This design comes from an exercise in tuning for small area and a short achievable clock period on the open sky130 flow, not from production work.
Function was checked by simulation only, so behaviour that the tests miss may differ from the original.

Setup of oak:
Design dsp_trader, start of the top module:
module dsp_trader (
    input  wire        clk,
    input  wire        rst,
    input  wire [15:0] price_in,
    input  wire        price_valid,
    output wire [31:0] trade_word,
    output reg         trade_valid
);
    reg [31:0] ema_short;
    reg [31:0] ema_long;
    reg [7:0]  cnt;
    reg        p_ge;    
    reg        p_le;    
    reg [15:0] last_price;
    wire n1 = ~ema_short[3];
    wire n2 = ~ema_short[4];
    wire n3 = ~ema_short[5];
    wire n4 = ~ema_short[6];
    wire n5 = ~ema_short[7];
    wire n6 = ~ema_short[8];
    wire n7 = ~ema_short[9];
    wire n8 = ~ema_short[10];
    wire n9 = ~ema_short[11];
    wire n10 = ~ema_short[12];
    wire n11 = ~ema_short[13];
    wire n12 = ~ema_short[14];
    wire n13 = ~ema_short[15];
    wire n14 = ~ema_short[16];
    wire n15 = ~ema_short[17];
    wire n16 = ~ema_short[18];
    wire n17 = ~ema_short[19];
    wire n18 = ~ema_short[20];
    wire n19 = ~ema_short[21];
    wire n20 = ~ema_short[22];
    wire n21 = ~ema_short[23];
    wire n22 = ~ema_short[24];
    wire n23 = ~ema_short[25];
    wire n24 = ~ema_short[26];
    wire n25 = ~ema_short[27];
    wire n26 = ~ema_short[28];
    wire n27 = ~ema_short[29];
    wire n28 = ~ema_short[30];
    wire n29 = ~ema_short[31];
    wire n30 = ~|ema_short[2:0];
    wire n31 = ema_short[13] ^ price_in[0];
    wire n32 = n31 ^ n14;
    wire n33 = ema_short[13] & price_in[0];
    wire n34 = ema_short[13] ^ price_in[0];
    wire n35 = n14 & n34;
    wire n36 = n33 | n35;
    wire n37 = ema_short[14] ^ price_in[1];
    wire n38 = n37 ^ n15;
    wire n39 = ema_short[14] & price_in[1];
    wire n40 = ema_short[14] ^ price_in[1];
    wire n41 = n15 & n40;
    wire n42 = n39 | n41;
    wire n43 = ema_short[15] ^ price_in[2];
    wire n44 = n43 ^ n16;
    wire n45 = ema_short[15] & price_in[2];
    wire n46 = ema_short[15] ^ price_in[2];
    wire n47 = n16 & n46;
    wire n48 = n45 | n47;
    wire n49 = ema_short[16] ^ price_in[3];
    wire n50 = n49 ^ n17;
    wire n51 = ema_short[16] & price_in[3];
  ...
Size: roughly 780 cells after synthesis, roughly 91 flip-flops, ~52 I/O pins, ~8000 um^2 of cells after synthesis.
Settings: LEC_CHECK=0, CAP_MARGIN=20, CORE_MARGIN=2, CORE_UTILIZATION=40, CTS_BUF_LIST=sky130_fd_sc_hd__clkbuf_4 sky130_fd_sc_hd__clkbuf_8, SETUP_SLACK_MARGIN=3.5, SLEW_MARGIN=20; clock period 7.5 ns.
standard.sh (not shown) runs the stock make flow with config.mk's settings and CLKGATE_MAP_FILE= SYNTH_SCRIPT=/design/flow/synth_recipe.tcl, a recipe that flattens the netlist after the stock synthesis.
==> flow/flow/run.sh <==
#!/bin/bash
# The standard layout, with the port buffers made of buf_1 cells instead of the
# default choice (a slow delay-buffer cell that resizing may not swap out).
set -euo pipefail
bash standard.sh 'BUFFER_PORTS_ARGS=-buffer_cell sky130_fd_sc_hd__buf_1' finish > standard_flow.log 2>&1
Input-level comparison between pine and oak:
--- a/flow/design.v
+++ b/flow/design.v
@@ -1177,19 +1177,20 @@
     wire s_geq = n1126;
     wire s_ge = s_geq & ~dh_zero;                                         
     wire s_le = ~s_geq & ~(dh_ones & (ema_short[15:0] != ema_long[15:0]));   
     wire first   = (cnt == 8'd0);
     wire trading = (cnt >= 8'd200);
     wire d_valid = (cnt == 8'd201);
+    wire ld   = price_valid & first;
+    wire hold = ~price_valid;
+    wire upd  = price_valid & ~first;
     wire d_ge = d_valid & s_ge;
     wire d_le = d_valid & s_le;
     always @(posedge clk) begin
-        if (price_valid) begin
-            ema_short <= first ? {price_in, 16'd0} : next_short;
-            ema_long  <= first ? {price_in, 16'd0} : next_long;
-        end
+        ema_short <= ({32{ld}} & {price_in, 16'd0}) | ({32{hold}} & ema_short) | ({32{upd}} & next_short);
+        ema_long  <= ({32{ld}} & {price_in, 16'd0}) | ({32{hold}} & ema_long)  | ({32{upd}} & next_long);
         if (price_valid && trading) begin
             p_ge <= d_ge;
             p_le <= d_le;
         end
         last_price <= price_in;
     end
- The flow did not stop early for pine: all stages ran, and the layout cleared the timing, design-rule and antenna checks.
- Going from oak to pine, distinct cell type count of the synthesized netlist shrinks by 9.
- Taking oak as the reference point, the first-iteration DRC count of pine rises by 176.
- Post-placement cell area was lower in the run labelled pine.
- Of oak and pine, the lower global-route usage belongs to oak.
- End-of-flow core utilization for pine is higher than for oak.
- For the reg2reg setup slack, pine came in 90 ps lower than oak did.
- Run comparison: oak launching element of the worst setup path price_in[2]; pine launching element of the worst setup path price_in[1]
- Comparing layout inverter count without the clock tree for oak and pine, the smaller number came from oak.
- Summary of the comparison: number of clock buffers in the layout is lower in pine, relative to oak.
- Maximum frequency (pine vs. oak) decreases slightly
- For pine, the most crowded layer after global routing was met1, unlike oak, where it was met2.
- Compared with oak, pine degrades headroom to the max-slew limit.
- [pine] worst slack at placement fell 140 ps relative to oak

==> port drivers added, routing unchanged <==
The flow's constraints put no driver on any port. The routed layouts listed below were extracted and timed again, unchanged, in two steps. Step 1 sets driving cells, clkbuf_16 on the clock port and buf_2 on the other inputs (assumed; they add their load-dependent delay and slew). Step 2 also shifts input and output timing later by t, the mid clock arrival at the registers, as if the neighbouring blocks saw the same clock. Three values: ideal ports, drivers, drivers and shift; two values: the first two.
run | t, ns | setup slack, ns | latest minus earliest clock arrival (ns) | worst register clock-pin slew, ns | worst data-port slew with drivers (ns)
oak | 0.427 | 3.612 / 3.635 / 3.208 | 0.020 / 0.020 | 0.11 / 0.11 | 0.03
pine | 0.428 | 3.570 / 3.555 / 3.127 | 0.014 / 0.015 | 0.10 / 0.10 | 0.06
After both steps setup and hold are still met in every run listed. The setup slack of pine, which loses most, moves by -0.015 ns with the drivers and by -0.443 ns with both steps.
